Context: an optimization exercise on an open-source flow, tuned for small area. The choices shown serve that exercise and are no tape-out recipe. The RTL was checked by simulation tests, not by an equivalence proof against the original design. Power is estimated from default activity; no workload was simulated.

### design/flow/flow/run.sh
#!/bin/bash
# Layout flow: the standard flow (standard.sh) with these changes.
#  - Synthesis is the standard flow's own script (synth_recipe.tcl) with an area-oriented
#    ABC mapping script (flow/area.abc) in place of ORFS's speed script.
#    Everything else, and every register, is as in the standard synthesis.
#  - Clock tree synthesis uses clkbuf_8 cells in clusters of up to 14 sinks
#    and 50 um, and inserts no dummy loads.
#  - Every input and output port still gets its buffer, a buf_1.
# Each tool's full output goes to a log file in this folder.
set -euo pipefail
W=$(pwd)
cat > "$W/own_synth.tcl" <<EOT
proc abc {args} {
  set i [lsearch -exact \$args -script]
  if {\$i >= 0} { set args [lreplace \$args [expr {\$i+1}] [expr {\$i+1}] $W/flow/area.abc] }
  puts "own_synth: abc \$args"
  yosys abc {*}\$args
}
source $W/synth_recipe.tcl
EOT
CTS="-sink_clustering_enable -repair_clock_nets -buf_list sky130_fd_sc_hd__clkbuf_8 -sink_clustering_size 14 -sink_clustering_max_diameter 50 -dont_use_dummy_load"
bash "$W/standard.sh" "SYNTH_SCRIPT=$W/own_synth.tcl" "CTS_ARGS=$CTS" "BUFFER_PORTS_ARGS=-buffer_cell sky130_fd_sc_hd__buf_1" finish > "$W/standard_flow.log" 2>&1
# keep the tools' own logs beside this flow's log
cp -r "$W/orfs/logs" "$W/orfs_logs" 2>/dev/null || true
### design/flow/flow/area.abc
strash
&get -n
&fraig -x
&put
scorr
dc2
strash
dc2
strash
&get -n
&dch -f
&nf -R 1000
&put
&get -n
&dch -f
&nf -R 1000
&put
### design/flow/standard.sh
#!/bin/bash
# synth_recipe.tcl (not shown) runs the flow's synth.tcl, then flattens the netlist and writes it again
# the make line also repeats each setting of config.mk as NAME=value (left out here)
make -C /OpenROAD-flow-scripts/flow DESIGN_CONFIG=/design/flow/config.mk WORK_HOME=/design/flow/orfs CLKGATE_MAP_FILE= SYNTH_SCRIPT=/design/flow/synth_recipe.tcl "${@:-finish}"
### design/flow/config.mk
export PLATFORM = sky130hd
export DESIGN_NAME = mst_fifo_top
export DESIGN_NICKNAME = mst_fifo_top
export VERILOG_FILES = /design/flow/design.v
export SDC_FILE = /design/flow/constraint.sdc
export NUM_CORES = 4
export LEC_CHECK = 0
export CAP_MARGIN = 20
export CORE_MARGIN = 2
export CORE_UTILIZATION = 65
export SLEW_MARGIN = 20
### design/flow/constraint.sdc
create_clock -name core_clock -period 10.0 [get_ports {CLK}]
set_input_delay 2.0000 -clock core_clock [delete_from_list [all_inputs] [get_ports {CLK}]]
set_output_delay 2.0000 -clock core_clock [all_outputs]
set_load 0.01 [all_outputs]
### design/flow/design.v
module mst_fifo_io (
  input wire HRST_N,
  input wire SRST_N,
  input wire MLTCN,  
  input wire STREN,  
  input wire ERDIS,  
  input wire [3:0] MST_RD_N,	 
  input wire [3:0] MST_WR_N,    
  input wire R_OOB,
  input wire W_OOB, 
  input wire CLK,
  input wire [31:0] DATA_I,
  input wire [3:0]  BE_I,
  output wire [31:0] DATA_O,
  output wire [3:0]  BE_O,
  output wire DT_OE_N,
  output wire BE_OE_N,
  input wire RXF_N,   	 
  input wire TXE_N,
  output wire WR_N,     
  output wire SIWU_N,
  output wire RD_N,
  output wire OE_N,
  output wire [3:0] debug_sig,
  output wire [3:0] seq_err, 
  input wire [31:0] tp_data,
  input wire [3:0]  tp_be,
  input wire tp_dt_oe_n,
  input wire tp_be_oe_n,
  input wire tp_siwu_n,
  input wire tp_wr_n,      
  input wire tp_rd_n,
  input wire tp_oe_n,
  input wire [3:0] tp_debug_sig,  
  input wire [3:0] tp_seq_err, 
  output wire [31:0] tc_data,
  output wire [3:0]  tc_be,
  output wire tc_rst_n,
  output wire tc_clk,
  output wire tc_txe_n,
  output wire tc_rxf_n,
  output wire tc_mltcn,
  output wire tc_stren,
  output wire tc_erdis,  
  output wire tc_r_oob,
  output wire tc_w_oob,  
  output wire [3:0] tc_mst_rd_n,
  output wire [3:0] tc_mst_wr_n
);
  assign tc_clk 	= CLK; 
  assign tc_data  	= DATA_I;
  assign tc_be  	= BE_I;
  assign DATA_O 	= tp_data;
  assign BE_O 		= tp_be;
  assign DT_OE_N	= tp_dt_oe_n;
  assign BE_OE_N	= tp_be_oe_n;
  assign tc_txe_n 	= TXE_N;
  assign tc_rxf_n 	= RXF_N;
  assign SIWU_N  	= tp_siwu_n;
  assign WR_N 		= tp_wr_n;
  assign RD_N    	= tp_rd_n;
  assign OE_N    	= tp_oe_n;
  assign tc_rst_n 		= SRST_N & HRST_N; 
  assign tc_mltcn		= MLTCN;
  assign tc_stren		= STREN;
  assign tc_erdis		= ERDIS;  
  assign tc_r_oob		= R_OOB; 
  assign tc_w_oob		= W_OOB; 
  assign tc_mst_rd_n		= MST_RD_N;
  assign tc_mst_wr_n		= MST_WR_N;
  assign debug_sig		= tp_debug_sig;	
  assign seq_err		= tp_seq_err;
endmodule 
module mst_fifo_fsm (
  input  rst_n,
  input  clk,
  input  txe_n,
  input  rxf_n,
  input  [31:0] idata,
  input  [3:0]  ibe,
  input  mltcn,
  input  stren,
  input  r_oob,
  input  w_oob,
  output  reg [31:0] odata,
  output  reg [3:0]  obe,
  output  reg dt_oe_n,
  output  reg be_oe_n,
  output  reg wr_n,
  output  reg rd_n,
  output  reg oe_n,
  output  rvalid_o,
  output  [1:0] chan,
  output  [31:0] chk_data,
  input	  [3:0] chk_err,
  input  [3:0] ififoafull,
  input  [3:0] ififonempt,
  output  ififowr,
  output  [35:0] ififo_wdat,
  output wire prefena,
  output wire prefreq,
  input [ 3:0]  prefnempt,
  input [35:0]  prefdout
);
  localparam IDLE	= 2'd0;
  localparam MTRD	= 2'd1;
  localparam MDLE	= 2'd2;
  localparam MTWR	= 2'd3;
  reg [1:0] nxt_state, cur_stap1, cur_stap2, cur_stap3, cur_stap4;
  wire [1:0] cur_state;
  reg  mst_p1, mst_p2, mst_p3, mst_p4;
  wire [3:0] imst_rd_n;
  wire [3:0] imst_wr_n;
  wire       mst_wr_n_p4;
  wire [3:0] ibuf_ful;
  wire [3:0] ibuf_nep;
  reg  [1:0] ichannel;
  reg  [3:0]  rem_v;
  reg  [35:0] rem_d [3:0];
  reg  [31:0] odata_p1;
  reg  [31:0] odata_p2;
  reg  [3:0]  obe_p1;
  reg  [3:0]  obe_p2;
  reg  rxf_n_p1;
  reg  rxf_n_p2;
  reg  txe_n_p1;
  reg  w_oob_p1;
  reg  w_oob_p2;
  reg  r_oob_p1;
  reg  r_oob_p2;
  reg  r_oob_p3;
  reg  w_1byte;
  reg  w_1flag;
  assign imst_rd_n = {4{mst_p2}};
  assign imst_wr_n = {4{mst_p2}};
  assign mst_wr_n_p4 = mst_p4;
  assign ibuf_ful  = ififoafull;
  assign ibuf_nep  = ififonempt | prefnempt | rem_v;
  reg [3:0] irxf_n;
  reg [3:0] itxe_n;
  always @ (posedge clk or negedge rst_n)
  begin
    if (~rst_n)
    begin
      irxf_n	<=	4'hf;
      itxe_n 	<=	4'hf;
    end
    else if (((cur_stap2 == IDLE) || (cur_stap2 == MDLE)) && (!txe_n) && wr_n)
      begin
        irxf_n    <= mltcn ? idata[15:12] : {3'b111,rxf_n};
        itxe_n    <= mltcn ? idata[11:8]  : {3'b111,txe_n};
      end
  end
  always @ (posedge clk or negedge rst_n)
  begin
    if (~rst_n)
      w_1byte <= 1'b0;
    else if (r_oob_p2 & (!r_oob_p3))
      w_1byte <= 1'b1;
    else if (w_1byte && (cur_stap1 == IDLE) && (cur_stap2 == MTWR))
      w_1byte <= 1'b0;
    else if (!r_oob_p2)
      w_1byte <= 1'b0;
  end
  always @ (posedge clk or negedge rst_n)
  begin
    if (~rst_n)
      w_1flag <= 1'b0;
    else if (!r_oob_p2)
      w_1flag <= 1'b0;
    else if (w_1byte & (cur_stap2 == MTWR))
      w_1flag <= 1'b1;
  end
  reg [3:0] ifsm_cond;
  wire r_oobe;
  assign r_oobe = r_oob_p2 | ((!mltcn) & (!wr_n) & (obe != 4'hF));
  always @ (posedge clk or negedge rst_n)
  begin
    if (~rst_n)
      ifsm_cond <= 4'h0;
    else if (!mltcn)
    begin
      ifsm_cond[0] <= (cur_stap1 == IDLE) & (!imst_rd_n[0]) & (!rxf_n)& (!ibuf_ful[0]);
      ifsm_cond[1] <= (cur_state == MTRD) & ( imst_rd_n[0]  | (rxf_n  & (!rxf_n_p1))  | ibuf_ful[0]) ;
      ifsm_cond[2] <= (cur_state == MDLE) & (!imst_wr_n[0]) & (!txe_n)& (ibuf_nep[0]  | stren | w_1byte) & (!w_1flag);
      ifsm_cond[3] <= (cur_stap3 == MTWR) & ( imst_wr_n[0]  | (txe_n  & (!txe_n_p1))  | r_oobe |
		                            ((!ififonempt[0]) & (!stren) & (!prefnempt[0]))) ;
    end
    else
    begin
      ifsm_cond[0] <= (!imst_rd_n[ichannel]) & (!irxf_n[ichannel])  & (!ibuf_ful[ichannel]) & (cur_stap3 == IDLE);
      ifsm_cond[1] <= ( imst_rd_n[ichannel]  | (rxf_n & (!rxf_n_p1))|   ibuf_ful[ichannel]) & (cur_state == MTRD);
      ifsm_cond[2] <= (!imst_wr_n[ichannel]) & (!itxe_n[ichannel])  & (ibuf_nep[ichannel] | stren) & (cur_stap3 == MDLE);
      ifsm_cond[3] <= ( imst_wr_n[ichannel]  | (rxf_n & (!rxf_n_p1))|
			((!ififonempt[ichannel]) & (!stren) & (!prefnempt[ichannel]))) & (cur_stap3 == MTWR);
    end
  end
  always @ (posedge clk, negedge rst_n)
  begin
    if (~rst_n) begin
      cur_stap1 <= IDLE;
      cur_stap2 <= IDLE;
      cur_stap3 <= IDLE;
      cur_stap4 <= IDLE;
    end
    else begin
      cur_stap1 <= cur_state;
      cur_stap2 <= cur_stap1;
      cur_stap3 <= cur_stap2;
      cur_stap4 <= cur_stap3;
    end
  end
  assign cur_state = nxt_state;
  always @ (posedge clk, negedge rst_n)
  begin
    if (~rst_n)
      nxt_state <= IDLE;
    else if (chk_err != 4'b0000)
      nxt_state <= MDLE;
    else
      case (cur_state)
        IDLE : nxt_state <= ifsm_cond[0] ? MTRD : (((cur_stap4 == IDLE) & (cur_stap3 == IDLE)  &
                                                 (cur_stap2 == IDLE) & (cur_stap1 == IDLE)) ? MDLE : IDLE);
        MTRD : nxt_state <= ifsm_cond[1] ? MDLE : MTRD;
        MDLE : nxt_state <= ifsm_cond[2] ? MTWR : (((cur_stap4 == MDLE) & (cur_stap3 == MDLE)  &
                                                 (cur_stap2 == MDLE) & (cur_stap1 == MDLE)) ? IDLE : MDLE);
        MTWR : nxt_state <= (ifsm_cond[3] | (r_oobe & (!wr_n))) ? IDLE : MTWR;
      endcase
  end
  always @ (posedge clk or negedge rst_n)
  begin
    if (~rst_n)
      ichannel <= 2'b00;
    else if (!mltcn)
      ichannel <= 2'b00;
    else if ((cur_stap1 == IDLE) & (cur_stap2 != IDLE))
      ichannel <= ichannel + 1'b1;
  end
reg  [31:0] rdata;
reg  [3:0] rbe;
reg  rvalid;
wire [31:0] wdata;
wire [3:0] wbe;
wire [36:0] remain_c = {rem_v[ichannel], rem_d[ichannel]};
  always @ (posedge clk or negedge rst_n)
  begin
    if (~rst_n)
    begin
      odata	<= 32'hFFFF_FFFF;
      obe	<=  4'hF;
    end
    else if ((cur_state == MTWR) || (cur_stap1 == MTWR))
      if (!mltcn)
      begin
        odata <= r_oobe ? 32'h0000_0036 : (remain_c[36] ? remain_c[31:0]  : wdata[31:0]);
        obe   <= r_oobe ? 4'h1          : (remain_c[36] ? remain_c[35:32] : wbe);
      end
      else
      begin
        if ((cur_stap1 != MTWR) | (cur_stap2 != MTWR))
        begin
          odata[31:16] <= 16'hffff;
          odata[15:8]  <= odata[15:8];
          odata[7:0]   <= {6'b000000,ichannel} + 1'b1;
          obe          <= 4'h1;
        end
        else
        begin
          odata <= remain_c[36] ? remain_c[31:0]  : wdata[31:0];
          obe   <= remain_c[36] ? remain_c[35:32] : wbe;
        end
      end
    else if ((cur_state == MTRD) & mltcn)
      begin
        odata[31:16] <= 16'hffff;
        odata[15:8]  <= odata[15:8];
        odata[7:0]   <= {6'b000000,ichannel} + 1'b1;
        obe	     <= 4'h0;
      end
    else if ((cur_stap2 == IDLE) | (cur_stap2 == MDLE))
    begin
      odata	<= 32'hFFFF_FFFF;
      obe	<=  4'hF;
    end
  end
  always @ (posedge clk)
  begin
    rdata <= idata;
    rbe   <= ibe;
  end
  always @ (posedge clk or negedge rst_n)
  begin
    if (~rst_n)
      rvalid    <= 'b0;
    else if (cur_stap1 == MTRD)
    begin
      if (mltcn)
        rvalid	<= (rxf_n | wr_n) ? 1'b0 : 1'b1;
      else
        rvalid 	<= (rxf_n | rd_n) ? 1'b0 : (!w_oob_p2);
    end
    else
      rvalid    <= 'b0;
  end
  always @ (posedge clk or negedge rst_n)
  begin
    if (~rst_n)
    begin
      dt_oe_n	<= 'b1;
      be_oe_n 	<= 'b1;
      wr_n	<= 'b1;
      rd_n	<= 'b1;
      oe_n	<= 'b1;
    end
    else
    begin
      if ((cur_state == IDLE) || (cur_state == MDLE))
      begin
        dt_oe_n	<= mltcn;
        be_oe_n	<= 'b0;
        wr_n	<= 'b1;
        rd_n	<= 'b1;
        oe_n	<= 'b1;
      end
      else if (cur_state == MTRD)
        if (!mltcn)
        begin
          dt_oe_n 	<= 'b1;
          be_oe_n 	<= 'b1;
          wr_n		<= 'b1;
          rd_n		<= (rxf_n_p1 | oe_n) ? 1'b1 : 1'b0;
          oe_n		<=  rxf_n_p1         ? 1'b1 : 1'b0;
        end
        else
        begin
          be_oe_n 	<= !(cur_stap1 == IDLE);
          wr_n		<= (rxf_n_p1 & (!rxf_n_p2)) ? 1'b1 : ((cur_stap1 == IDLE)?  1'b0 : wr_n);
          rd_n		<= 1'b1;
          oe_n		<= 1'b1;
        end
      else if (cur_state == MTWR)
        if (!mltcn)
        begin
      	  dt_oe_n	<= 1'b0;
      	  be_oe_n 	<= 1'b0;
          if ((cur_stap3 == MTWR) && (cur_stap4 == MDLE))
            wr_n        <= 1'b0;
          else if (((!prefnempt[0]) & (!stren)) | r_oobe | txe_n)
	    wr_n 	<= 1'b1;
      	  rd_n		<= 'b1;
      	  oe_n		<= 'b1;
        end
        else
        begin
          dt_oe_n	<= wr_n;
          be_oe_n 	<= 1'b0;
          if (rxf_n_p1 & (!rxf_n_p2))
            wr_n	<= 1'b1;
          else if (cur_stap1 == MDLE)
            wr_n	<= 1'b0;
          else if ((!rxf_n_p1) & (((!stren) & (!prefnempt[ichannel])) | ifsm_cond[3]))
            wr_n	<= 1'b1;
          rd_n		<= 1'b1;
          oe_n		<= 1'b1;
        end
    end
  end
  wire readburst;
  reg  readburst_p1;
  wire rd245;
  wire rd600;
  wire rema600;
  assign rd245 = (!mltcn) && (!txe_n) && (prefnempt[0] | stren) && (!r_oobe) && (cur_stap3 == MTWR)
                          && (!rem_v[0]) && (!mst_wr_n_p4) && prefena;
  assign rd600 =   mltcn  && (!wr_n) && (prefnempt[ichannel] | stren) && (cur_stap3 == MTWR);
  assign rema600 = (!remain_c[36]) & (cur_stap2 == MTWR) & (cur_stap3 != MTWR) & mltcn;
  assign readburst  = rd245 | rd600;
  wire rem_clr = ((cur_stap3 == MTWR) && (cur_stap4 == MDLE) && (!mltcn)) ||
                 ((cur_stap2 == MTWR) && (cur_stap3 == MDLE) && mltcn);
  wire rem_ld2 = (!wr_n & txe_n    & readburst_p1 & !mltcn)  |
                 ( wr_n & rxf_n_p1 & readburst_p1 & mltcn )  |
                 (!wr_n & rxf_n_p1 & readburst_p1 & mltcn );
  wire rem_ld1 = (!wr_n & !rxf_n_p1 & !readburst    & mltcn) |
                 ( wr_n & !rxf_n_p1 &  readburst_p1 & mltcn);
  integer k;
  always @ (posedge clk or negedge rst_n)
  begin
    if (~rst_n)
      rem_v <= 4'd0;
    else
      for (k = 0; k < 4; k = k + 1)
        if (ichannel == k)
        begin
          if (rem_clr)
            rem_v[k] <= 1'b0;
          else if (rem_ld2 | rem_ld1)
            rem_v[k] <= 1'b1;
        end
  end
  always @ (posedge clk)
  begin
    if (!rem_clr & (rem_ld2 | rem_ld1))
      rem_d[ichannel] <= rem_ld2 ? {obe_p2,odata_p2} : {obe,odata};
  end
  always @ (posedge clk or negedge rst_n)
  begin
    if (~rst_n)
    begin
      readburst_p1<= 1'b0;
      rxf_n_p1	  <= 1'b1;
      rxf_n_p2    <= 1'b1;
      txe_n_p1	  <= 1'b1;
      w_oob_p1    <= 1'b0;
      w_oob_p2    <= 1'b0;
      r_oob_p1    <= 1'b0;
      r_oob_p2    <= 1'b0;
      r_oob_p3    <= 1'b0;
      mst_p1      <= 1'b1;
      mst_p2      <= 1'b1;
      mst_p3      <= 1'b1;
      mst_p4      <= 1'b1;
    end
    else
    begin
      readburst_p1<= readburst;
      rxf_n_p1    <= rxf_n;
      rxf_n_p2    <= rxf_n_p1;
      txe_n_p1    <= txe_n;
      w_oob_p1    <= w_oob;
      w_oob_p2    <= w_oob_p1;
      r_oob_p1    <= r_oob;
      r_oob_p2    <= r_oob_p1;
      r_oob_p3    <= r_oob_p2;
      mst_p1      <= 1'b0;
      mst_p2      <= mst_p1;
      mst_p3      <= mst_p2;
      mst_p4      <= mst_p3;
    end
  end
  always @ (posedge clk)
  begin
    odata_p1    <= odata;
    odata_p2    <= odata_p1;
    obe_p1      <= obe;
    obe_p2      <= obe_p1;
  end
assign rvalid_o = rvalid;
assign chan     = ichannel;
assign chk_data = rdata;
assign prefena = (cur_state == MTWR);
assign prefreq = readburst | rema600;
assign wdata   = prefdout[31:0];
assign wbe     = prefdout[35:32];
assign ififowr  	= rvalid & (!stren);
assign ififo_wdat 	= {rbe,rdata};
endmodule
module mst_fifo_ctl #(
  parameter CAW = 3,           
  parameter AW  = CAW + 2      
  ) (
  input  clk,
  input  rst_n,
  input  mltcn,
  input  fiford,
  input  [1:0] fifordid,
  input  fifowr,
  input  [1:0] fifowrid,
  output reg [3:0] fifoafull,  
  output wire [3:0] fifonempt,  
  input  [35:0] fifo_din,
  output wire [35:0] fifo_dout,
  output  wire mem_we,           
  output  wire [AW-1:0] mem_a,     
  output  wire [35:0] mem_d,	 
  input   wire [35:0] mem_q	 
  );
wire mem_re;
reg [AW-1:0] wrcnt0;
reg [CAW-1:0] wrcnt1;
reg [CAW-1:0] wrcnt2;
reg [CAW-1:0] wrcnt3;
reg [AW:0] fifolen0;
reg [CAW:0] fifolen1;
reg [CAW:0] fifolen2;
reg [CAW:0] fifolen3;
reg [AW-1:0] wrsel;
reg [AW-1:0] lensel;
always @ (*)
  begin
  case (fifowrid)
    2'b00: begin wrsel = wrcnt0;                 lensel = fifolen0[AW-1:0];         end
    2'b01: begin wrsel = {{(AW-CAW){1'b0}}, wrcnt1}; lensel = {{(AW-CAW-1){1'b0}}, fifolen1}; end
    2'b10: begin wrsel = {{(AW-CAW){1'b0}}, wrcnt2}; lensel = {{(AW-CAW-1){1'b0}}, fifolen2}; end
    2'b11: begin wrsel = {{(AW-CAW){1'b0}}, wrcnt3}; lensel = {{(AW-CAW-1){1'b0}}, fifolen3}; end
  endcase
  end
wire [AW-1:0] rdsel = wrsel - lensel;
wire [AW-1:0] mem_wa;
assign      mem_wa = mltcn ? {fifowrid,wrsel[CAW-1:0]} : wrsel;
wire [AW-1:0] mem_ra;
assign      mem_ra = mltcn ? {fifordid,rdsel[CAW-1:0]} : rdsel;
assign mem_a = mem_we ? mem_wa : mem_ra;
assign mem_d = fifo_din;
assign fifo_dout = mem_q;
always @(posedge clk or negedge rst_n)
  begin
  if(!rst_n)
    wrcnt0 <= {AW{1'b0}};
  else if (mem_we & (fifowrid == 2'b00))
    wrcnt0 <= wrcnt0 + 1'b1;
  end
always @(posedge clk or negedge rst_n)
  begin
  if(!rst_n)
    wrcnt1 <= {CAW{1'b0}};
  else if (mem_we & (fifowrid == 2'b01))
    wrcnt1 <= wrcnt1 + 1'b1;
  end
always @(posedge clk or negedge rst_n)
  begin
  if(!rst_n)
    wrcnt2 <= {CAW{1'b0}};
  else if (mem_we & (fifowrid == 2'b10))
    wrcnt2 <= wrcnt2 + 1'b1;
  end
always @(posedge clk or negedge rst_n)
  begin
  if(!rst_n)
    wrcnt3 <= {CAW{1'b0}};
  else if (mem_we & (fifowrid == 2'b11))
    wrcnt3 <= wrcnt3 + 1'b1;
  end
wire [3:0] fifofull;
wire full;
assign full  =   fifofull[fifowrid];
wire notempty;
assign notempty    =   fifonempt[fifordid];
assign mem_we      =   fifowr & (!full);
assign mem_re      =   fiford & (notempty);
assign fifonempt[0] = |fifolen0;
assign fifonempt[1] = |fifolen1;
assign fifonempt[2] = |fifolen2;
assign fifonempt[3] = |fifolen3;
assign fifofull[0] = mltcn ? fifolen0[CAW] : fifolen0[AW];
assign fifofull[1] = mltcn ? fifolen1[CAW] : 1'b0;
assign fifofull[2] = mltcn ? fifolen2[CAW] : 1'b0;
assign fifofull[3] = mltcn ? fifolen3[CAW] : 1'b0;
always @ (posedge clk or negedge rst_n)
  begin
    if (!rst_n)
      fifolen0 <= {(AW+1){1'b0}};
    else if (mem_we & (fifowrid == 2'b00))
      fifolen0 <= fifolen0 + 1'b1;
    else if (mem_re & (fifordid == 2'b00))
      fifolen0 <= fifolen0 - 1'b1;
  end
always @ (posedge clk or negedge rst_n)
  begin
    if (!rst_n)
      fifolen1 <= {(CAW+1){1'b0}};
    else if (mem_we & (fifowrid == 2'b01))
      fifolen1 <= fifolen1 + 1'b1;
    else if (mem_re & (fifordid == 2'b01))
      fifolen1 <= fifolen1 - 1'b1;
  end
always @ (posedge clk or negedge rst_n)
  begin
    if (!rst_n)
      fifolen2 <= {(CAW+1){1'b0}};
    else if (mem_we & (fifowrid == 2'b10))
      fifolen2 <= fifolen2 + 1'b1;
    else if (mem_re & (fifordid == 2'b10))
      fifolen2 <= fifolen2 - 1'b1;
  end
always @ (posedge clk or negedge rst_n)
  begin
    if (!rst_n)
      fifolen3 <= {(CAW+1){1'b0}};
    else if (mem_we & (fifowrid == 2'b11))
      fifolen3 <= fifolen3 + 1'b1;
    else if (mem_re & (fifordid == 2'b11))
      fifolen3 <= fifolen3 - 1'b1;
  end
always @ (posedge clk or negedge rst_n)
  begin
    if (!rst_n)
      fifoafull <= 4'h0;
    else if (mltcn)
      begin
      fifoafull[0] <= (fifolen0 >= (1 << CAW) - 5);
      fifoafull[1] <= (fifolen1 >= (1 << CAW) - 5);
      fifoafull[2] <= (fifolen2 >= (1 << CAW) - 5);
      fifoafull[3] <= (fifolen3 >= (1 << CAW) - 5);
      end
    else
      begin
      fifoafull[0] <= (fifolen0 >= (1 << AW) - 5);
      fifoafull[1] <= 1'b0;
      fifoafull[2] <= 1'b0;
      fifoafull[3] <= 1'b0;
      end
  end
endmodule
module mst_sp_ram #(
  parameter AW = 5,
  parameter DW = 36
  ) (
  input  wire [AW-1:0] address,
  input  wire          clock,
  input  wire [DW-1:0] data,
  input  wire          wren,
  output wire [DW-1:0] q,
  input  wire          stren,
  input  wire [1:0]    chan,
  input  wire          gen_we,
  input  wire          gen_sel,    
  input  wire [31:0]   gen_src,
  input  wire          chk_we,
  output wire [31:0]   hi_q
);
  reg [DW-1:0] mem [0:(1<<AW)-1];
  reg [AW-1:0] addr_r;
  wire [3:0]    wa    = stren ? {2'b00, chan} : address[3:0];
  wire          we_lo = stren ? gen_we : (wren & !address[4]);
  wire          we_hi = stren ? chk_we : (wren &  address[4]);
  wire [31:0]   base  = gen_sel ? gen_src : data[31:0];
  wire [DW-1:0] d_w   = {data[DW-1:32], base + {31'd0, stren}};
  integer r;
  always @(posedge clock)
  begin
    for (r = 0; r < 16; r = r + 1)
    begin
      if (we_lo && (wa == r))
        mem[r] <= d_w;
      if (we_hi && (wa == r))
        mem[r+16] <= d_w;
    end
    addr_r <= address;
  end
  wire [3:0]    ra   = stren ? {2'b00, chan} : addr_r[3:0];
  wire [DW-1:0] lo_w = mem[{1'b0, ra}];
  wire [DW-1:0] hi_w = mem[{1'b1, ra}];
  assign q    = (addr_r[4] & !stren) ? hi_w : lo_w;
  assign hi_q = hi_w[31:0];
endmodule
module mst_data_gen (
  input rst_n,
  input clk,
  input req,               
  input [1:0] chan,
  output vld_c             
);
  reg [3:0] vld;
  assign vld_c   = vld[chan];
  always @ (posedge clk or negedge rst_n)
  begin
    if (!rst_n)
      vld <= 4'h0;
    else if (req)
      vld[chan] <= 1'b1;
  end
endmodule
module mst_data_chk (
  input  rst_n,
  input  clk,
  input  erdis,
  input  vld,               
  input  [1:0] chan,
  input  [31:0] rdata,
  input  [31:0] row,        
  output upd,               
  output wire [3:0] seq_err
);
  reg [3:0] cvld;
  reg [3:0] cmp_err;
  wire [31:0] cmp_val = row & {32{cvld[chan]}};
  wire        go      = vld & !cmp_err[chan] & !erdis;
  wire        match   = (rdata == cmp_val);
  assign upd     = go & match;
  assign seq_err = cmp_err & {4{!erdis}};
  always @ (posedge clk or negedge rst_n)
  begin
    if (!rst_n)
    begin
      cvld    <= 4'h0;
      cmp_err <= 4'h0;
    end
    else if (go)
    begin
      if (match)
        cvld[chan] <= 1'b1;
      else
        cmp_err[chan] <= 1'b1;
    end
  end
endmodule
module mst_pre_fet
    (
     input clk,
     input rst_n,
     input rxf_n,
     input mltcn,
     input wr_n,
     input prefena,             
     input prefreq,             
     input prefmod,             
     input [1:0] prefchn,       
     output [3:0] prefnempt,    
     output [35:0] prefdout,    
     output ififord,            
     input [3:0] ifnempt,       
     input [35:0] prefdin,      
     output genreq              
     );
reg     [35:0]  pref_dat [15:0];
reg     [2:0]   pref_len [3:0];
reg     [1:0]   wrcnt    [3:0];
reg     [3:0]   wrapped;
wire [2:0] len_c   = pref_len[prefchn];
wire [1:0] wrcnt_c = wrcnt[prefchn];
assign  prefnempt[0]    =   (pref_len[0] != 3'd0);
assign  prefnempt[1]    =   (pref_len[1] != 3'd0);
assign  prefnempt[2]    =   (pref_len[2] != 3'd0);
assign  prefnempt[3]    =   (pref_len[3] != 3'd0);
wire    nempt_c  = (len_c != 3'd0);
wire    full_c   = len_c[2];
reg     datareq_p1;
wire    write;
assign  write       =   (datareq_p1 & !full_c);
reg wr_n_p1;
always @(posedge clk or negedge rst_n)
begin
  if (~rst_n)
    wr_n_p1	<= 1'b0;
  else
    wr_n_p1 <= wr_n;
end
reg wr_start;
always @(posedge clk or negedge rst_n)
begin
  if (~rst_n)
    wr_start <= 1'b0;
  else if (!wr_n && wr_n_p1)
    wr_start <= 1'b1;
  else
    wr_start <= 1'b0;
end
wire    rd245;
wire    rd600;
assign  rd245       =   prefreq & nempt_c;
assign  rd600       =   (!rxf_n | (wr_start & prefreq)) & nempt_c;
wire    rd          =   mltcn ? rd600 : rd245;
always @(posedge clk)
begin
  if (write)
    pref_dat[{prefchn, wrcnt_c}] <= prefdin;
end
integer i;
always @(posedge clk or negedge rst_n)
begin
  if(!rst_n)
  begin
    for (i = 0; i < 4; i = i + 1)
    begin
      wrcnt[i]    <= 2'b00;
      pref_len[i] <= 3'b000;
    end
    wrapped <= 4'h0;
  end
  else
  begin
    if (write)
    begin
      wrcnt[prefchn] <= wrcnt_c + 1'b1;
      if (wrcnt_c == 2'b11)
        wrapped[prefchn] <= 1'b1;
    end
    case ({rd, write})
      2'b01:   pref_len[prefchn] <= len_c + 1'b1;
      2'b10:   pref_len[prefchn] <= len_c - 1'b1;
      default: ;
    endcase
  end
end
wire [1:0] rdcnt_c = wrcnt_c - len_c[1:0];
wire [3:0] rsel = {prefchn, rdcnt_c};
wire gate = wrapped[prefchn] | nempt_c;
reg [35:0] pd_or;
integer k;
always @(*) begin
  pd_or = 36'd0;
  for (k = 0; k < 16; k = k + 1)
    pd_or = pd_or | (pref_dat[k] & {36{(rsel == k) & gate}});
end
assign prefdout = pd_or;
wire prenotful_c = (len_c < 3'd3);
wire datareq;
assign datareq = prefena && prenotful_c && (ifnempt[prefchn] | prefmod) ;
assign ififord = datareq && (!prefmod);
always @(posedge clk or negedge rst_n)
begin
  if(!rst_n)
    datareq_p1 <= 1'b0;
  else
    datareq_p1 <= datareq;
end
assign genreq = datareq & prefmod;
endmodule
module mst_fifo_top (
  input wire HRST_N,
  input wire MLTCN,  
  input wire STREN,  
  input wire ERDIS,  
  input wire R_OOB,
  input wire W_OOB,  
  input wire WAKEUP_N, 
  input wire CLK,
  input wire [31:0] DATA_I,   
  input wire [3:0]  BE_I,
  output wire [31:0] DATA_O,  
  output wire [3:0]  BE_O,
  output wire DT_OE_N,        
  output wire BE_OE_N,        
  input wire RXF_N,     
  input wire TXE_N,
  output wire WR_N,     
  output wire SIWU_N,
  output wire RD_N,
  output wire OE_N,
  output wire [3:0] debug_sig,
  output wire [3:0] STRER
);
  assign debug_sig[0]   = WAKEUP_N; 
  assign debug_sig[3:1] = 3'b101;
  wire [31:0] tp_data;
  wire [3:0]  tp_be;
  wire tp_dt_oe_n;
  wire tp_be_oe_n;
  wire tp_siwu_n;
  wire tp_wr_n;      
  wire tp_rd_n;
  wire tp_oe_n;
  wire [3:0] tp_debug_sig;
  wire [3:0] tp_seq_err;
  wire [31:0] tc_data;
  wire [3:0]  tc_be;
  wire tc_rst_n;
  wire tc_clk;
  wire tc_txe_n;
  wire tc_rxf_n;
  wire tc_mltcn;
  wire tc_stren;
  wire tc_bus16;
  wire tc_erdis;
  wire tc_r_oob;
  wire tc_w_oob;
  wire [3:0] tc_mst_rd_n;
  wire [3:0] tc_mst_wr_n; 
  mst_fifo_io i0_io (
    .HRST_N	(HRST_N),
    .SRST_N	(1'b1),
    .MLTCN	(MLTCN), 
    .STREN	(STREN), 
    .ERDIS	(ERDIS), 
    .MST_RD_N	(4'h0),   
    .MST_WR_N	(4'h0), 
    .R_OOB	(R_OOB), 
    .W_OOB	(W_OOB), 
    .CLK		(CLK),
    .DATA_I	(DATA_I),
    .BE_I	(BE_I),
    .DATA_O	(DATA_O),
    .BE_O	(BE_O),
    .DT_OE_N	(DT_OE_N),
    .BE_OE_N	(BE_OE_N),
    .RXF_N	(RXF_N),   
    .TXE_N	(TXE_N),
    .WR_N	(WR_N),
    .SIWU_N	(SIWU_N),
    .RD_N	(RD_N),
    .OE_N	(OE_N),
    .debug_sig	(),  
    .seq_err	(STRER),
    .tp_data	(tp_data),
    .tp_be	(tp_be),
    .tp_dt_oe_n	(tp_dt_oe_n),
    .tp_be_oe_n	(tp_be_oe_n),
    .tp_siwu_n	(tp_siwu_n),
    .tp_wr_n	(tp_wr_n),   
    .tp_rd_n	(tp_rd_n),
    .tp_oe_n	(tp_oe_n),
    .tp_debug_sig(tp_debug_sig),
    .tp_seq_err	(tp_seq_err),
    .tc_data	(tc_data),
    .tc_be	(tc_be),
    .tc_rst_n	(tc_rst_n),
    .tc_clk	(tc_clk),
    .tc_txe_n	(tc_txe_n),
    .tc_rxf_n	(tc_rxf_n),
    .tc_mltcn	(tc_mltcn),
    .tc_stren	(tc_stren),
    .tc_erdis	(tc_erdis),
    .tc_r_oob	(tc_r_oob),
    .tc_w_oob	(tc_w_oob),
    .tc_mst_rd_n(tc_mst_rd_n),
    .tc_mst_wr_n(tc_mst_wr_n) 
  );
  wire rvalid;
  wire [1:0] chan;
  wire [31:0] chk_data;
  wire ififord;
  wire ififowr;
  wire [3:0] ififoafull;
  wire [3:0] ififonempt;
  wire [35:0] ififo_wdat;
  wire [35:0] ififo_rdat;
  wire prefena;
  wire prefreq;
  wire[ 3:0]  prefnempt;
  wire[35:0]  prefdout;
  wire[35:0]  prefdin;
  wire        genreq;
  mst_fifo_fsm i1_fsm (
    .rst_n	(tc_rst_n),
    .clk		(tc_clk),
    .txe_n	(tc_txe_n),
    .rxf_n	(tc_rxf_n),
    .idata	(tc_data),
    .ibe		(tc_be),
    .mltcn	(tc_mltcn),
    .stren	(tc_stren),
    .r_oob	(tc_r_oob),
    .w_oob	(tc_w_oob),
    .odata	(tp_data),
    .obe		(tp_be),
    .dt_oe_n(tp_dt_oe_n),
    .be_oe_n(tp_be_oe_n),
    .wr_n	(tp_wr_n),
    .rd_n	(tp_rd_n),
    .oe_n	(tp_oe_n),
    .rvalid_o	(rvalid),
    .chan	(chan),
    .chk_data	(chk_data),
    .chk_err	(tp_seq_err),
    .ififoafull	(ififoafull),
    .ififonempt	(ififonempt),
    .ififowr	(ififowr),
    .ififo_wdat	(ififo_wdat),
    .prefena   (prefena),
    .prefreq   (prefreq),
    .prefnempt (prefnempt),
    .prefdout  (prefdout)
  );
  assign tp_siwu_n    = 1'b1;
  assign tp_debug_sig = 4'b1010;
   mst_pre_fet i2_pref (
    .clk      (tc_clk),
    .rst_n    (tc_rst_n),
    .rxf_n    (tc_rxf_n),
    .mltcn    (tc_mltcn),
    .wr_n     (tp_wr_n),
    .prefena  (prefena),
    .prefreq  (prefreq),
    .prefmod  (tc_stren),
    .prefchn  (chan),
    .prefnempt(prefnempt),
    .prefdout (prefdout),
    .ififord  (ififord),
    .ifnempt  (ififonempt),
    .prefdin  (prefdin),
    .genreq   (genreq)
     );
  wire chk_rst_n;
  assign chk_rst_n = (!tc_w_oob) & tc_rst_n;
  wire chk_upd;
  wire [31:0] chk_row;
  mst_data_chk i3_chk(
    .rst_n	(chk_rst_n),
    .clk	(tc_clk),
    .erdis 	(tc_erdis),
    .vld	(rvalid & tc_stren),
    .chan	(chan),
    .rdata	(chk_data),
    .row	(chk_row),
    .upd	(chk_upd),
    .seq_err	(tp_seq_err)
  );
  wire gen_rst_n;
  assign gen_rst_n = (!tc_r_oob) & tc_rst_n;
  wire        gen_vld;
  mst_data_gen i4_gen(
    .rst_n	(gen_rst_n),
    .clk	(tc_clk),
    .req	(genreq),
    .chan	(chan),
    .vld_c	(gen_vld)
  );
  assign prefdin = {ififo_rdat[35:32] | {4{tc_stren}},
                    ififo_rdat[31:0]  | {32{tc_stren & !gen_vld}}};
  wire mem_w;
  wire [4:0] mem_a;
  wire [35:0] mem_d;
  wire [35:0] mem_q;
  mst_fifo_ctl i5_ctl(
    .clk	(tc_clk),
    .rst_n	(tc_rst_n),
    .mltcn	(tc_mltcn),
    .fiford	(ififord),
    .fifordid	(chan),
    .fifowr	(ififowr),
    .fifowrid	(chan),
    .fifoafull	(ififoafull),
    .fifonempt	(ififonempt),
    .fifo_din	(ififo_wdat),
    .fifo_dout	(ififo_rdat),
    .mem_we	(mem_w),
    .mem_a	(mem_a),
    .mem_d	(mem_d),
    .mem_q	(mem_q)
    );
  mst_sp_ram i6_ram (
    .address	(mem_a),
    .clock	(tc_clk),
    .data	(mem_d),
    .wren	(mem_w),
    .q		(mem_q),
    .stren	(tc_stren),
    .chan	(chan),
    .gen_we	(genreq),
    .gen_sel	(tc_stren & !rvalid),
    .gen_src	(prefdin[31:0]),
    .chk_we	(chk_upd),
    .hi_q	(chk_row)
  );
endmodule 
==> results of run 1 <==
flip-flops by register name, summed over array words and instances (netlist names), 5 cells and up:
register          flops
i1_fsm.odata_p1      32
i2_pref.pref_len     12
i6_ram.mem         1152
i5_ctl.fifolen0       6
i2_pref.pref_dat    576
i1_fsm.odata         32
i2_pref.wrcnt         8
i6_ram.addr_r         5
i1_fsm.rem_d        144
i1_fsm.rdata         32
i5_ctl.wrcnt0         5
i1_fsm.odata_p2      32
stage by stage:
| step | hold slack (ps) | area [sq um] | setup WS [ps] | util [%] |
|---|---|---|---|---|
| floorplan | 309.6 | 77550 | 104.0 | - |
| global placement | 309.6 | 82040 | 899.0 | 69.39 |
| detailed placement | 312.1 | 82160 | 844.3 | 69.49 |
| CTS | 331.2 | 84670 | 1789 | 71.61 |
| global route | 335.9 | 84700 | 1203 | 71.63 |
| finish | 330.9 | 84700 | 1548 | 71.64 |
where the power goes:
group | total, W | switching, W | internal [W]
Clock | 0.00425 | 0.00263 | 0.00162
Combinational | 0.00718 | 0.00511 | 0.00207
Sequential | 0.0118 | 0.000308 | 0.0115
cell usage in the layout (no fill, tap or decap), types with 26 or more instances in the layout:
cell type     n
xnor2_1      37
xor2_1       29
o21ai_0     103
mux2_1       66
dfxtp_1     111
edfxtp_1   1872
o22a_1       34
mux4_2       40
a222oi_1    405
nor2_4       66
a221oi_1    108
dfstp_2      56
clkbuf_8    182
nand3_1      87
nand4_1      84
buf_1        87
a31oi_1      26
dfrtp_1     102
a21oi_1      90
nand2_1     248
clkinv_1     45
ha_1         35
nor2_1      135
buf_4       178
a22oi_1     114
final timing paths:
kind	from	endpoint	slack (ps)	cells past startpoint
min	i1_fsm.odata_p1[11]	i1_fsm.odata_p2[11]	330	0
max reg2reg	i1_fsm.ichannel[1]	i6_ram.mem[28][2]	1960	23
min in group asynchronous	R_OOB	i4_gen.vld[1]	1130	2
min reg2reg	i1_fsm.odata_p1[11]	i1_fsm.odata_p2[11]	330	0
max	STREN	i6_ram.mem[28][2]	1550	23
max in group asynchronous	HRST_N	i4_gen.vld[0]	7050	4
routing by layer:
layer  part of all wire, %  global-route usage (%)  vias to the layer above
li1                      -                       -                    18720
met1                    36                   51.92                    23340
met2                    47                   60.04                     3661
met3                    12                   7.080                      661
met4                   4.6                   15.59                        4
met5                 0.012                       0                        -
area by class of cell:
cell class	instances	area, sq um	area share, %
flip-flops and latches	2145	62560	73.85
clock buffers	182	2505	2.957
inverters	45	168.9	0.1994
multi-input cells	1999	15520	18.32
repair buffers	284	2012	2.375
diodes	8	20.02	0.02363
well taps	1536	1922	2.269
cell families (layout without fill, tap and decap cells):
kind of cell / after synthesis / count (layout)
multiplexers: 120 / 120
buffers and inverters: 50 / 511
adder cells (fa/ha/maj): 40 / 40
AO/OA/AOI/OAI: 982 / 982
flip-flops: 2145 / 2145
other: 2 / 13
XOR/XNOR: 87 / 87
AND/OR/NAND/NOR: 765 / 765
worst max-delay path, stage by stage:
cell       delay, ps
buf_1            140
buf_4            230
clkinv_1         280
nand3_1          380
nor2_4           630
buf_4            640
buf_4            500
a22oi_1          120
nand2_1          100
a221oi_1          50
and3_1           230
nand3_1          120
nand2_1           80
xor2_1           170
nand4_1          290
nor4_1           480
o2111ai_1        630
nor4_1           370
buf_4            220
a21oi_4           40
buf_4            280
nor2_4           700
buf_12           280
==> flow_metrics.tcl, run 1 <==
set metrics [dict create \
    status "complete, no violations" \
    startpoint_type "input pin" \
    synth_commonest_cells "edfxtp_1, a222oi_1, nand2_1" \
    path_max_fanout 34 \
    synth_edf_count 1872 \
    final_cells 6199 \
    vdd_drop_max_uv 197.3 \
    wl_um 227400 \
    required_ps 10610 \
    syn_avg_cell_area_sq_um 18.50 \
    timing.fmax_ghz 0.1183 \
    crit_type "in2reg" \
    hold_buffers 0 \
    period_needed_ps 8452 \
    yosys.area_share.xor_xnor_pct 0.9830 \
    track_usage_pct 37.61 \
    syn2layout_area_growth_pct 9.275 \
    fin_tns_setup_ps 0 \
    htreeDepth 4 \
    drt-wirelength-per-cell_um 36.68 \
    cts.sinks 2145 \
    relSlewSlack_pct 19.46 \
    hp-class "reg2reg" \
    total_leakage_power_nw 26.65 \
    synth_compound_area_share_pct 10.40 \
    grt_overflow 0 \
    yosys.area.top_type "edfxtp_1" \
    netlist_area_sq_um 77510 \
    core-area_sq_um 118200 \
    cts-root-buf "clkbuf_8" \
    cap_violations 0 \
    synth_top_area_share_pct 72.52 \
    drt_iter0_drc 8349 \
    synthFlopType "edfxtp_1" \
    fp.dieArea_sq_um 122000 \
    antenna_found_initial 8 \
    numCtsBuffers 182 \
    first_global_vias 44740 \
    initial_core_util_pct 65.56 \
    timing.final.crit_share_pct 84.52 \
    fp-row-count 126 \
    rsz0062_at_grt "no" \
    drc 0 \
    clock_path_buffers 3 \
    vias 46380 \
    fillers 7351 \
    io_buffers 89 \
    synthArstFlopShare_pct 7.459 \
    grt_max_degree 60 \
    crit_arrival_ps 9070 \
    ys_seq_elements 2145 \
    post-place-cells 6009 \
    ys.warnings.count 9 \
    synthSimpleGateAreaFrac_pct 4.650 \
    nNetsFinal 4743 \
    seq_area_frac_synth_pct 80.69 \
    die_h_um 349.3 \
    synth_cell_types 60 \
    die_x_um 349.3 \
    finClkSkew_ps 78.60 \
    drv_slew 0 \
    synth_fa_ha_area_share_pct 0.6941 \
    setup_viol 0 \
    hpwl_um 131700 \
    worstSkewPairLatency_ps 950 \
    post-cts-setup-buffer-count 0 \
    synth_top_family_by_area "compound AO/OA/AOI/OAI gates" \
    place_congestion 0.8871 \
    power-per-cell-area_nw_per_um2 273.9 \
    io-pin-count 96 \
    cts_tree "yes" \
    grt_pass1_wl_um 322400 \
    synth_area_leaders "edfxtp_1, a222oi_1, dfrtp_1, dfxtp_1, dfstp_2" \
    postSynthCellCount 4191 \
    vias_per_cell 7.482 \
    end_kind "flip-flop" \
    drtPass1Iterations 10 \
    synth.mux.area_fraction_pct 2.302 \
    hold_viol_final 0 \
    postRouteAntennaNets 0 \
    power.total_w 0.02320 \
    post_cts_resized 0 \
    synth.most_common_cell "edfxtp_1" \
    drive_gt1_share_pct 12.76 \
    worst_pin_slew_ps 1208 \
    cts.clk_slew.worst_paths_ps 80 \
]
==> run 2: changes to the inputs <==
--- a/design/flow/design.v
+++ b/design/flow/design.v
@@ -102,3 +102,6 @@
   input [ 3:0]  prefnempt,
-  input [35:0]  prefdout
+  input [35:0]  prefdout,     
+  output [3:0]  rem_valid,
+  output [3:0]  rem_we,
+  output [35:0] rem_din
 );
@@ -118,3 +121,2 @@
   reg  [3:0]  rem_v;
-  reg  [35:0] rem_d [3:0];
   reg  [31:0] odata_p1;
@@ -243,3 +245,3 @@
 wire [3:0] wbe;
-wire [36:0] remain_c = {rem_v[ichannel], rem_d[ichannel]};
+wire        remain_v = rem_v[ichannel];
   always @ (posedge clk or negedge rst_n)
@@ -254,4 +256,4 @@
       begin
-        odata <= r_oobe ? 32'h0000_0036 : (remain_c[36] ? remain_c[31:0]  : wdata[31:0]);
-        obe   <= r_oobe ? 4'h1          : (remain_c[36] ? remain_c[35:32] : wbe);
+        odata <= r_oobe ? 32'h0000_0036 : wdata[31:0];
+        obe   <= r_oobe ? 4'h1          : wbe;
       end
@@ -268,4 +270,4 @@
         begin
-          odata <= remain_c[36] ? remain_c[31:0]  : wdata[31:0];
-          obe   <= remain_c[36] ? remain_c[35:32] : wbe;
+          odata <= wdata[31:0];
+          obe   <= wbe;
         end
@@ -375,3 +377,3 @@
   assign rd600 =   mltcn  && (!wr_n) && (prefnempt[ichannel] | stren) && (cur_stap3 == MTWR);
-  assign rema600 = (!remain_c[36]) & (cur_stap2 == MTWR) & (cur_stap3 != MTWR) & mltcn;
+  assign rema600 = (!remain_v) & (cur_stap2 == MTWR) & (cur_stap3 != MTWR) & mltcn;
   assign readburst  = rd245 | rd600;
@@ -399,7 +401,11 @@
   end
-  always @ (posedge clk)
-  begin
-    if (!rem_clr & (rem_ld2 | rem_ld1))
-      rem_d[ichannel] <= rem_ld2 ? {obe_p2,odata_p2} : {obe,odata};
-  end
+  genvar g;
+  generate
+    for (g = 0; g < 4; g = g + 1)
+    begin : g_rem_we
+      assign rem_we[g] = !rem_clr & (rem_ld2 | rem_ld1) & (ichannel == g);
+    end
+  endgenerate
+  assign rem_din   = rem_ld2 ? {obe_p2,odata_p2} : {obe,odata};
+  assign rem_valid = rem_v;
   always @ (posedge clk or negedge rst_n)
@@ -712,3 +718,6 @@
      input [35:0] prefdin,      
-     output genreq              
+     output genreq,             
+     input [3:0]  rem_v,        
+     input [3:0]  rem_we,       
+     input [35:0] rem_din
      );
@@ -786,3 +795,11 @@
 wire [3:0] rsel = {prefchn, rdcnt_c};
-wire gate = wrapped[prefchn] | nempt_c;
+reg [35:0] rem_d [3:0];
+integer j;
+always @(posedge clk)
+begin
+  for (j = 0; j < 4; j = j + 1)
+    if (rem_we[j])
+      rem_d[j] <= rem_din;
+end
+wire gate = (wrapped[prefchn] | nempt_c) & !rem_v[prefchn];
 reg [35:0] pd_or;
@@ -793,2 +810,4 @@
     pd_or = pd_or | (pref_dat[k] & {36{(rsel == k) & gate}});
+  for (k = 0; k < 4; k = k + 1)
+    pd_or = pd_or | (rem_d[k] & {36{(prefchn == k) & rem_v[k]}});
 end
@@ -922,2 +941,5 @@
   wire        genreq;
+  wire [3:0]  rem_valid;
+  wire [3:0]  rem_we;
+  wire [35:0] rem_din;
   mst_fifo_fsm i1_fsm (
@@ -951,3 +973,6 @@
     .prefnempt (prefnempt),
-    .prefdout  (prefdout)
+    .prefdout  (prefdout),
+    .rem_valid (rem_valid),
+    .rem_we    (rem_we),
+    .rem_din   (rem_din)
   );
@@ -970,3 +995,6 @@
     .prefdin  (prefdin),
-    .genreq   (genreq)
+    .genreq   (genreq),
+    .rem_v    (rem_valid),
+    .rem_we   (rem_we),
+    .rem_din  (rem_din)
      );
==> run 2 against run 1 <==
Still clean on timing, DRC and antenna. Clock skew is 2.0 ps higher. Die area shrank 0.44%. Synthesized cell count decreased by 0.24%. Hold slack lost 47 ps. Clock-buffer cell count is the same. Total power decreased by 3.2%. Critical path depth is 6 higher. Sequential share of layout area is essentially flat. Global-route usage increased by 1.8 points. Via count increased by 1.7%. Clock power is essentially flat. Largest power group unchanged.
==> flow_metrics.tcl, run 2 <==
set metrics [dict create \
    netlist_area_sq_um 77170 \
    cts.clk_slew.worst_paths_ps 90 \
    antenna_found_initial 10 \
    synth_edf_count 1872 \
    syn2layout_area_growth_pct 9.693 \
    wl_um 237100 \
    postRouteAntennaNets 0 \
    drt-wirelength-per-cell_um 38.15 \
    drive_gt1_share_pct 12.55 \
    relSlewSlack_pct 26.27 \
    vdd_drop_max_uv 259.1 \
    cap_violations 0 \
    stdcell_area_sq_um 84650 \
    io-pin-count 96 \
    io_buffers 89 \
    fp-row-count 126 \
    hold_buffers 0 \
    endpoint "i6_ram.mem[6][30]" \
    synthArstFlopShare_pct 7.459 \
    initial_core_util_pct 65.44 \
    vias_per_cell 7.588 \
    synth_cell_types 59 \
    startpoint_type "input pin" \
    post-place-cells 6031 \
    cp_slowest_cell "xnor2_4" \
    crit_arrival_ps 9640 \
    setup_viol 0 \
    status "complete, no violations" \
    drv_slew 0 \
    place_congestion 0.9144 \
    placed_cell_area_sq_um 82090 \
    top_register "i6_ram.mem" \
    synth_commonest_cells "edfxtp_1, a222oi_1, nand2_1" \
    vias 47170 \
    top_regs "i6_ram.mem: 1152 flops, i2_pref.pref_dat: 576 flops, i2_pref.rem_d: 144 flops" \
    reg2reg_depth 30 \
    first_global_vias 45820 \
    crit_type "in2reg" \
    track_usage_pct 39.41 \
    synth_top_area_share_pct 72.85 \
    period_needed_ps 9005 \
    finClkSkew_ps 80.62 \
    ys_seq_elements 2145 \
    drt_iter0_drc 8735 \
    fp.dieArea_sq_um 121500 \
    path_max_fanout 32 \
    timing.final.crit_share_pct 90.05 \
    end_kind "flip-flop" \
    critPathTopFamily "simple AND/OR/NAND/NOR gates" \
    cts_tree "yes" \
    max_stage_delay_ps 620 \
    post_cts_resized 0 \
    crit_cells 29 \
    grt_max_degree 63 \
    final_cells 6216 \
    grt_pass1_wl_um 335300 \
    pre_cts_slack_ps 171.2 \
    die_x_um 348.6 \
    postSynthCellCount 4181 \
    htreeDepth 4 \
    final_cell_mix "edfxtp_1, a222oi_1, nand2_1, buf_4, clkbuf_8" \
    cpMostUsedCell "nand2_1" \
    regToRegEndpoint "i6_ram.mem[6][30]" \
    utilization_pct 71.78 \
    rr_startpoint "i1_fsm.ichannel[1]" \
    syn_avg_cell_area_sq_um 18.46 \
    clock_path_buffers 3 \
    mostFrequentLayoutCell "edfxtp_1" \
    yosys.area.top_type "edfxtp_1" \
    die_h_um 348.6 \
    hp-class "reg2reg" \
    seq_area_frac_synth_pct 81.06 \
    reg2reg_setup_slack_ps 1420 \
    drc 0 \
    cts.sinks 2145 \
    synth_area_leaders "edfxtp_1, a222oi_1, dfrtp_1, dfxtp_1, dfstp_2" \
    drtPass1Iterations 10 \
    hold_viol_final 0 \
    total_leakage_power_nw 26.90 \
    post-cts-setup-buffer-count 0 \
    largest_reg_flops 1152 \
    ys.warnings.count 10 \
    worst_pin_slew_ps 1104 \
    setup_ws_ps 995.2 \
    hpwl_um 135100 \
    cts-root-buf "clkbuf_8" \
    power.total_w 0.02246 \
    power-per-cell-area_nw_per_um2 265.4 \
    numCtsBuffers 182 \
    required_ps 10640 \
    core-area_sq_um 117900 \
    synthFlopType "edfxtp_1" \
    nNetsFinal 4766 \
    critPathBufInv 3 \
    worstSkewPairLatency_ps 960 \
    critPathLaunch "STREN" \
    timing.fmax_ghz 0.1111 \
    synth.most_common_cell "edfxtp_1" \
    rsz0062_at_grt "no" \
    grt_overflow 0 \
]
-- run 2: cell types whose count changed after synthesis, sizes merged, moves of 7 or more --
cell    change
a21oi       -8
a221oi      -7
a222oi     +13
a22o       +11
a22oi      +43
mux4       -37
nand2      -18
nand4      -16
nor2       -26
nor3       +28
o21ai      -30
o22a       +11
o22ai      -14
-- run 2: metrics by stage --
step           hold WS [ps]  setup TNS [ps]
2_1_floorplan         309.6         -146060
3_3_place_gp          310.1               0
5_1_grt               277.1               0
4_1_cts               288.7               0
6_report              283.8               0
3_5_place_dp          312.1               0
-- run 2: logic make-up after synthesis --
group	count (synthesis)	synth area share, %
AOI/OAI and AO/OA	1021	11.05
muxes	83	1.231
xor gates and xnor gates	90	1.021
and+or+nand+nor	749	4.650
other	2	0.009732
DFF	2145	81.06
buffers and inverters	50	0.2675
adders and majority gates	41	0.7134
-- run 2: area by class of cell --
type | count | area (sq um)
Timing Repair Buffer | 316 | 2317
Inverter | 45 | 168.9
Sequential cell | 2145 | 62550
Fill cell | 7393 | 33280
Antenna cell | 3 | 7.507
Multi-Input combinational cell | 1989 | 15170
Clock buffer | 182 | 2505
Tap cell | 1536 | 1922
-- run 2: worst min-delay path by stage --
stage / from / to / slack, ps / depth (start not counted)
floorplan: i1_fsm.obe_p1[0] / i1_fsm.obe_p2[0] / 310 / 0
global placement: i1_fsm.odata_p1[24] / i1_fsm.odata_p2[24] / 310 / 0
detailed placement: i1_fsm.odata_p1[17] / i1_fsm.odata_p2[17] / 310 / 0
CTS: i1_fsm.odata_p1[0] / i1_fsm.odata_p2[0] / 290 / 0
global route: i1_fsm.odata_p1[0] / i1_fsm.odata_p2[0] / 280 / 0
finish: i1_fsm.odata_p1[0] / i1_fsm.odata_p2[0] / 280 / 0
-- run 2: metal layers --
layer / global-route usage [%] / wire, um
met1: 53.74 / 82770
met2: 62.71 / 110700
met3: 7.493 / 31000
met4: 17.81 / 12540
met5: 0.6803 / 139
-- run 2: report_power, final --
group / switching (W) / internal [W]
clock: 0.00264 / 0.00162
combinational: 0.00458 / 0.00185
sequential: 0.000299 / 0.0115
==> run 3: changes to the inputs <==
--- a/design/flow/flow/run.sh
+++ b/design/flow/flow/run.sh
@@ -5,4 +5,4 @@
 #    Everything else, and every register, is as in the standard synthesis.
-#  - Clock tree synthesis uses clkbuf_8 cells in clusters of up to 14 sinks
-#    and 50 um, and inserts no dummy loads.
+#  - Clock tree synthesis uses clkbuf_8 cells in clusters of up to 16 sinks
+#    and 55 um, and inserts no dummy loads.
 #  - Every input and output port still gets its buffer, a buf_1.
@@ -20,3 +20,3 @@
 EOT
-CTS="-sink_clustering_enable -repair_clock_nets -buf_list sky130_fd_sc_hd__clkbuf_8 -sink_clustering_size 14 -sink_clustering_max_diameter 50 -dont_use_dummy_load"
+CTS="-sink_clustering_enable -repair_clock_nets -buf_list sky130_fd_sc_hd__clkbuf_8 -sink_clustering_size 16 -sink_clustering_max_diameter 55 -dont_use_dummy_load"
 bash "$W/standard.sh" "SYNTH_SCRIPT=$W/own_synth.tcl" "CTS_ARGS=$CTS" "BUFFER_PORTS_ARGS=-buffer_cell sky130_fd_sc_hd__buf_1" finish > "$W/standard_flow.log" 2>&1
--- a/design/flow/flow/area.abc
+++ b/design/flow/flow/area.abc
@@ -17 +17,5 @@
 &put
+&get -n
+&dch -f
+&nf -R 1000
+&put
--- a/design/flow/config.mk
+++ b/design/flow/config.mk
@@ -10,2 +10,3 @@
 export CORE_UTILIZATION = 65
+export GPL_ROUTABILITY_DRIVEN = 0
 export SLEW_MARGIN = 20
==> run 3 against run 2 <==
Die area barely moved. Utilization is 0.15 points lower. Wire length up 3.3%. Clock power decreased by 5.4%. Combinational power increased by 3%. Via count grew 1.2%. Design area decreased by 0.21%. Largest power group unchanged. Final cell count about the same. Critical path type unchanged. Synthesized area about the same.
==> flow_metrics.tcl, run 3 <==
set metrics [dict create \
    status "complete, no violations" \
    htreeDepth 4 \
    syn2layout_area_growth_pct 9.537 \
    post_cts_resized 0 \
    hpwl_um 143500 \
    vias 47720 \
    drc 0 \
    hold_slack_ps 307.7 \
    antenna_found_initial 7 \
    synth.most_common_cell "edfxtp_1" \
    largest_reg_flops 1152 \
    power-per-cell-area_nw_per_um2 264.8 \
    grt_max_degree 101 \
    crit_arrival_ps 9540 \
    yosys.area.top_type "edfxtp_1" \
    syn_avg_cell_area_sq_um 18.45 \
    finClkSkew_ps 81.19 \
    drt_iter0_drc 9829 \
    worst_pin_slew_ps 1208 \
    cts.sinks 2145 \
    synthFlopType "edfxtp_1" \
    grt_pass1_wl_um 339900 \
    netlist_area_sq_um 77120 \
    io-pin-count 96 \
    setup_viol 0 \
    path_max_fanout 32 \
    drv_slew 0 \
    initial_core_util_pct 65.40 \
    numCtsBuffers 161 \
    synth_commonest_cells "edfxtp_1, a222oi_1, nand2_1" \
    postSynthCellCount 4179 \
    clock_path_buffers 3 \
    final_cell_mix "edfxtp_1, a222oi_1, nand2_1, buf_4, clkbuf_8" \
    setup_ws_ps 1137 \
    required_ps 10670 \
    synthArstFlopShare_pct 7.459 \
    relSlewSlack_pct 19.30 \
    critPathLaunch "STREN" \
    hold_buffers 0 \
    vdd_drop_max_uv 206.9 \
    fp.dieArea_sq_um 121400 \
    die_h_um 348.4 \
    synth_edf_count 1872 \
    synth_area_leaders "edfxtp_1, a222oi_1, dfrtp_1, dfxtp_1, dfstp_2" \
    reg2reg_setup_slack_ps 2100 \
    timing.fmax_ghz 0.1128 \
    top_register "i6_ram.mem" \
    nNetsFinal 4770 \
    regToRegEndpoint "i6_ram.mem[28][5]" \
    ys.warnings.count 10 \
    fin_tns_setup_ps 0 \
    cts_tree "yes" \
    core-area_sq_um 117900 \
    fillers 7365 \
    drtPass1Iterations 10 \
    cap_violations 0 \
    drive_gt1_share_pct 12.84 \
    hold_viol_final 0 \
    track_usage_pct 40.37 \
    top_regs "i6_ram.mem: 1152 flops, i2_pref.pref_dat: 576 flops, i2_pref.rem_d: 144 flops" \
    synth_cell_types 58 \
    timing.final.crit_share_pct 88.63 \
    hp-class "reg2reg" \
    reg2reg_depth 21 \
    endpoint "i6_ram.mem[26][30]" \
    seq_area_frac_synth_pct 81.11 \
    pre_cts_slack_ps 697.8 \
    ys_seq_elements 2145 \
    end_kind "flip-flop" \
    cts-root-buf "clkbuf_8" \
    fp-row-count 126 \
    startpoint_type "input pin" \
    period_needed_ps 8863 \
    first_global_vias 45580 \
    drt-wirelength-per-cell_um 39.35 \
    cts.clk_slew.worst_paths_ps 100 \
    worstSkewPairLatency_ps 960 \
    synth_top_area_share_pct 72.89 \
    post-cts-setup-buffer-count 0 \
    rsz0062_at_grt "no" \
    postRouteAntennaNets 0 \
    io_buffers 89 \
    mostFrequentLayoutCell "edfxtp_1" \
    vias_per_cell 7.670 \
    die_x_um 348.4 \
    total_leakage_power_nw 26.90 \
    rr_startpoint "i1_fsm.ichannel[0]" \
    crit_type "in2reg" \
    grt_overflow 0 \
    wl_um 244900 \
]
==> run 3: routing by layer <==
layer / vias up / part of all wire [%] / GRT usage [%]
li1: 18780 / - / -
met1: 23870 / 34 / 55.54
met2: 4263 / 46 / 62.84
met3: 803 / 14 / 8.692
met4: 2 / 5.5 / 18.73
met5: - / 0.0045 / 0
==> run 3: kinds of logic after synthesis <==
| kind of cell | after synthesis | synth area share (%) |
|---|---|---|
| XOR/XNOR | 76 | 0.8632 |
| flip-flops | 2145 | 81.11 |
| AO/OA/AOI/OAI | 1015 | 11.04 |
| other | 2 | 0.009739 |
| multiplexers | 82 | 1.279 |
| buffers and inverters | 52 | 0.2775 |
| adder cells (fa/ha/maj) | 41 | 0.7139 |
| AND/OR/NAND/NOR | 766 | 4.702 |
==> run 3: worst min path at each step <==
stage                              startpoint  slack (ps)  depth (start not counted)                  end
after global placement    i1_fsm.odata_p1[21]         310                          0  i1_fsm.odata_p2[21]
after global routing      i1_fsm.odata_p1[24]         310                          0  i1_fsm.odata_p2[24]
final                     i1_fsm.odata_p1[24]         310                          0  i1_fsm.odata_p2[24]
after floorplan              i1_fsm.obe_p1[0]         310                          0     i1_fsm.obe_p2[0]
after detailed placement  i1_fsm.odata_p1[15]         310                          0  i1_fsm.odata_p2[15]
after CTS                 i1_fsm.odata_p1[24]         310                          0  i1_fsm.odata_p2[24]
==> run 3: final cells by class <==
cell class | instances | area [sq um] | area share [%]
inverter | 47 | 176.4 | 0.2089
tap | 1536 | 1922 | 2.275
timing repair buffer | 343 | 2485 | 2.942
multi-input combinational | 1985 | 15110 | 17.89
clock buffer | 161 | 2216 | 2.623
sequential | 2145 | 62550 | 74.05
antenna | 5 | 12.51 | 0.01481
==> run 3: per-stage QoR <==
stage	total power [W]	util (%)	instance area (sq um)	instances
2_1_floorplan	0.01516	-	77140	4182
3_3_place_gp	0.01820	69.69	82190	6052
3_5_place_dp	0.01831	69.73	82230	6054
4_1_cts	0.02217	71.61	84440	6215
5_1_grt	0.02300	71.62	84460	6218
6_report	0.02237	71.63	84470	6222
==> run 3: worst max-delay path, stage by stage <==
cell,delay (ps)
clkbuf_2,240
o21ai_0,940
nand2b_1,480
nor2_4,830
a222oi_1,220
nand4_1,170
a211o_1,130
o22a_1,170
mux2_1,140
ha_1,190
ha_2,240
nand2_1,90
nor3_1,280
nand3_1,210
nor4_1,560
nand3_1,200
nor2_1,140
nand2_1,110
nor2_1,160
nand2_1,120
or3_1,430
nor3b_1,420
nand2_1,100
nor2_1,190
nand3_1,200
xnor2_2,220
buf_4,340
==> run 3: report_power, final <==
part           total (W)  switching, W  internal, W
Combinational    0.00663       0.00474      0.00188
Clock            0.00403       0.00258      0.00144
Sequential        0.0117      0.000295       0.0114

[what the ideal ports hide]
Ports are ideal in the flow. The routed layouts listed here were re-timed in OpenROAD.
Step 1: set_driving_cell puts a clkbuf_16 on CLK and a buf_2 on each other input, an assumption about the parent block.
Step 2, shift: input delay + t, output delay - t, t = (earliest + latest rising clock arrival at the registers) / 2. This alone moves slack from input paths to output paths.
Three values: no drivers, after step 1, after step 2; two values: the first two.
run	t, ns	slack for setup (ns)	worst setup path after step 2	worst data-port slew with drivers (ns)	pins driven straight from the clock port
run 1	0.990	1.548 / 1.591 / 0.601	input to register	0.06	1
run 2	1.003	0.995 / 1.043 / 0.040	input to register	0.06	1
run 3	0.994	1.137 / 1.195 / 0.201	input to register	0.06	1
After both steps setup and hold are still met in every run listed. For run 2, which loses most, drivers alone change the setup slack by +0.048 ns; drivers and shift together by -0.955 ns.
